Context: an optimization exercise on an open-source flow, tuned for small area and a short achievable clock period. The choices shown serve that exercise and are no tape-out recipe. In this exercise RTL edits were held to simulation tests only and were not proved equivalent to the original. Power is estimated from default activity; no workload was simulated.

## cpu
module cpu(
    input  wire        clk,
    input  wire        reset,
    output wire [31:0] mem_addr,
    output wire        mem_wr,
    output wire [31:0] mem_wdata,
    input  wire [31:0] mem_rdata,
    output wire        reg_we,
    output wire [4:0]  reg_waddr,
    output wire [31:0] reg_wdata
);
    reg [31:0] PC;                          
    reg [31:0] EPC, HI, LO;                 
    reg        epc_v, hilo_v;
    reg        reset_q;                     
    reg [31:0] IR, A, B, ALUOut;            
    wire [5:0]  op_f  = IR[31:26];
    wire [4:0]  rs    = IR[25:21];
    wire [4:0]  rt    = IR[20:16];
    wire [15:0] imm   = IR[15:0];
    wire c_a_ld, c_a_clr, c_b_clr, c_pcw, c_irw, c_sa, c_aow, c_epcw, c_br;
    wire [2:0] c_pcs, c_sb;
    wire [1:0] c_op, c_bop;
    wire [2:0] n_iord, n_m2r;
    wire [1:0] n_ea, n_rdst;
    wire n_rw, n_mw;
    wire st_decode2, nx_decode2;
    wire overflow;
    UC UC_(
        .clk(clk), .reset_q(reset_q), .Opcode(op_f), .Funct(IR[5:0]),
        .bzero(B == 32'd0), .overflow(overflow), .st_decode2(st_decode2), .nx_decode2(nx_decode2),
        .c_a_ld(c_a_ld), .c_a_clr(c_a_clr), .c_b_clr(c_b_clr),
        .c_pcw(c_pcw), .c_pcs(c_pcs), .c_irw(c_irw),
        .c_sa(c_sa), .c_sb(c_sb), .c_op(c_op), .c_aow(c_aow), .c_epcw(c_epcw), .c_bop(c_bop), .c_br(c_br),
        .n_iord(n_iord), .n_ea(n_ea), .n_m2r(n_m2r), .n_rdst(n_rdst), .n_rw(n_rw), .n_mw(n_mw)
    );
    reg  [4:0]  waddr_nx;            
    reg  [31:0] wdata_nx;            
    wire [31:0] rd;
    wire [31:0] ir_nx = c_irw ? mem_rdata : IR;
    Banco_reg BANCO_REG_(
        .Clk(clk), .Reset(reset), .RegWrite(n_rw),
        .ReadRegNext(nx_decode2 ? ir_nx[20:16] : ir_nx[25:21]),
        .WriteReg(waddr_nx), .WriteData(wdata_nx), .ReadData(rd)
    );
    wire [31:0] ain = c_sa ? A : PC;
    reg  [31:0] bin;
    always @(*) begin
        case (c_sb)
            3'd0: bin = B;
            3'd1: bin = 32'd4;
            3'd2: bin = 32'd0;
  ...
clock: 76.0 ns
lec_check: 0
abc_area: 1
cap_margin: 35
core_margin: 2
core_utilization: 40
cts_cluster_diameter: 100
cts_cluster_size: 25
slew_margin: 35
buffer_ports_args: -buffer_cell sky130_fd_sc_hd__buf_2
setup_slack_margin: 59.5
standard.sh (not shown) runs the stock make flow with config.mk's settings and CLKGATE_MAP_FILE= SYNTH_SCRIPT=/design/flow/synth_recipe.tcl, a recipe that flattens the netlist after the stock synthesis.
==> flow/flow/run.sh <==
#!/bin/bash
# Layout flow: the standard layout (standard.sh: unchanged synthesis,
# floorplan, power grid, placement, CTS and routing), plus:
#  - after the standard synthesis, the combinational logic outside the fan-in
#    cone of the HI/LO registers (the timing-critical divider) is re-mapped by
#    ABC for area (remap.ys, remap.abc). Flip-flops keep their cells and names.
#    If that step fails, the standard netlist is used as it is.
#  - the port buffers that placement inserts on every input and output are
#    plain buffers (buf_2);
#  - the resizer's setup margin asks repair_timing to keep working on paths
#    until they would meet a shorter period (the SDC and clock are unchanged).
# Each tool writes its output to a log of its own in this folder (and ORFS to
# its logs in orfs/logs).
set -euo pipefail
MARGIN=59.5
{
  echo 'export BUFFER_PORTS_ARGS = -buffer_cell sky130_fd_sc_hd__buf_2'
  echo "export SETUP_SLACK_MARGIN = ${MARGIN}"
} >> config.mk
bash standard.sh synth > standard_synth.log 2>&1

RES=orfs/results/${FLOW_PLATFORM}/cpu/base
LIB=${FLOW_HOME}/platforms/${FLOW_PLATFORM}/lib/sky130_fd_sc_hd__tt_025C_1v80.lib
remap() {
  : > remap_keep.txt
  sed -e "s#@LIB@#$LIB#g; s#@NET@#$RES/1_2_yosys.v#; s#@TOP@#${FLOW_TOP}#g; s#@KEEP@#remap_keep.txt#g; s#@ABC@#flow/remap.abc#; s#@OUT@#remap_out.v#" \
    flow/remap.ys > remap_run.ys || return 1
  yosys -l remap_yosys.log -s remap_run.ys > /dev/null 2>&1 || return 1
  [ -s remap_out.v ] && grep -q "^module ${FLOW_TOP}(" remap_out.v || return 1
  # the same flip-flops, by name and cell, as the standard netlist
  grep -oE "sky130_fd_sc_hd__e?df[a-z0-9_]* [^ ]+" "$RES/1_2_yosys.v" | sort > remap_ff_std.txt
  grep -oE "sky130_fd_sc_hd__e?df[a-z0-9_]* [^ ]+" remap_out.v | sort > remap_ff_new.txt
  cmp -s remap_ff_std.txt remap_ff_new.txt || return 1
  cp "$RES/1_2_yosys.v" standard_1_2_yosys.v
  cp remap_out.v "$RES/1_2_yosys.v"
  rm -f "$RES/1_synth.odb" "$RES/1_synth.sdc"
}
if remap; then echo "remap: used" > remap_status.txt; else echo "remap: not used" > remap_status.txt; fi
bash standard.sh > standard_layout.log 2>&1
Other scripts of this flow, unchanged in this note and not shown: flow/flow/cone.py, flow/flow/remap.abc, flow/flow/remap.ys
The starting point produced a clean layout.
Change:
--- a/flow/config.mk
+++ b/flow/config.mk
@@ -6,10 +6,9 @@
 export NUM_CORES = 8
 export LEC_CHECK = 0
-export ABC_AREA = 1
 export CAP_MARGIN = 35
 export CORE_MARGIN = 2
 export CORE_UTILIZATION = 40
-export CTS_CLUSTER_DIAMETER = 100
-export CTS_CLUSTER_SIZE = 25
+export CTS_CLUSTER_DIAMETER = 60
+export CTS_CLUSTER_SIZE = 30
 export SLEW_MARGIN = 35
 export BUFFER_PORTS_ARGS = -buffer_cell sky130_fd_sc_hd__buf_2
After rerunning: Worst setup slack loses 0.060 ns. Global-route usage goes up by 0.12 points. Design area goes up by a few percent. Count of clock-buffer cells in the layout goes up by 2. Wire length goes down slightly. Power goes up by a little under a tenth. Sequential power goes up slightly. First-iteration DRC count goes up by a few percent. Register-to-register slack stays flat. Sequential share of layout area goes down by 1.4 points. Core utilization goes up by 1.3 points.
Change:
--- a/flow/flow/run.sh
+++ b/flow/flow/run.sh
@@ -13,5 +13,5 @@
 # its logs in orfs/logs).
 set -euo pipefail
-MARGIN=59.5
+MARGIN=58.5
 {
   echo 'export BUFFER_PORTS_ARGS = -buffer_cell sky130_fd_sc_hd__buf_2'
--- a/flow/config.mk
+++ b/flow/config.mk
@@ -9,7 +9,7 @@
 export CORE_MARGIN = 2
 export CORE_UTILIZATION = 40
-export CTS_CLUSTER_DIAMETER = 60
-export CTS_CLUSTER_SIZE = 30
+export CTS_CLUSTER_DIAMETER = 100
+export CTS_CLUSTER_SIZE = 25
 export SLEW_MARGIN = 35
 export BUFFER_PORTS_ARGS = -buffer_cell sky130_fd_sc_hd__buf_2
-export SETUP_SLACK_MARGIN = 59.5
+export SETUP_SLACK_MARGIN = 58.5
The new run finished with timing, DRC and antenna clean.
Cell count shrinks by 1.1%.
Sequential power is about the same.
Non-clock buffer count fell by 7.
Design area came out lower by 3.1%.

-- separate check: timing with driven ports --
Ports are ideal in the flow. The routed layouts listed here were re-timed in OpenROAD. Step 1 sets driving cells, clkbuf_16 on the clock port and buf_2 on the other inputs (assumed; they add their load-dependent delay and slew). Step 2, shift: input delay + t, output delay - t, t = (earliest + latest rising clock arrival at the registers) / 2. This alone moves slack from input paths to output paths. Slacks: ideal / step 1 / step 2; pairs: ideal / step 1.
| run | t, ns | setup WS [ns] | pins driven straight from the clock port |
|---|---|---|---|
| the first run | 0.814 | 59.569 / 59.493 / 59.220 | 1 |
| the second run | 0.865 | 59.510 / 59.436 / 59.329 | 1 |
| the third run | 0.803 | 59.540 / 59.453 / 59.304 | 1 |
After both steps every run listed still meets setup and hold. The setup slack of the first run, which loses most, moves by -0.076 ns with the drivers and by -0.349 ns with both steps.
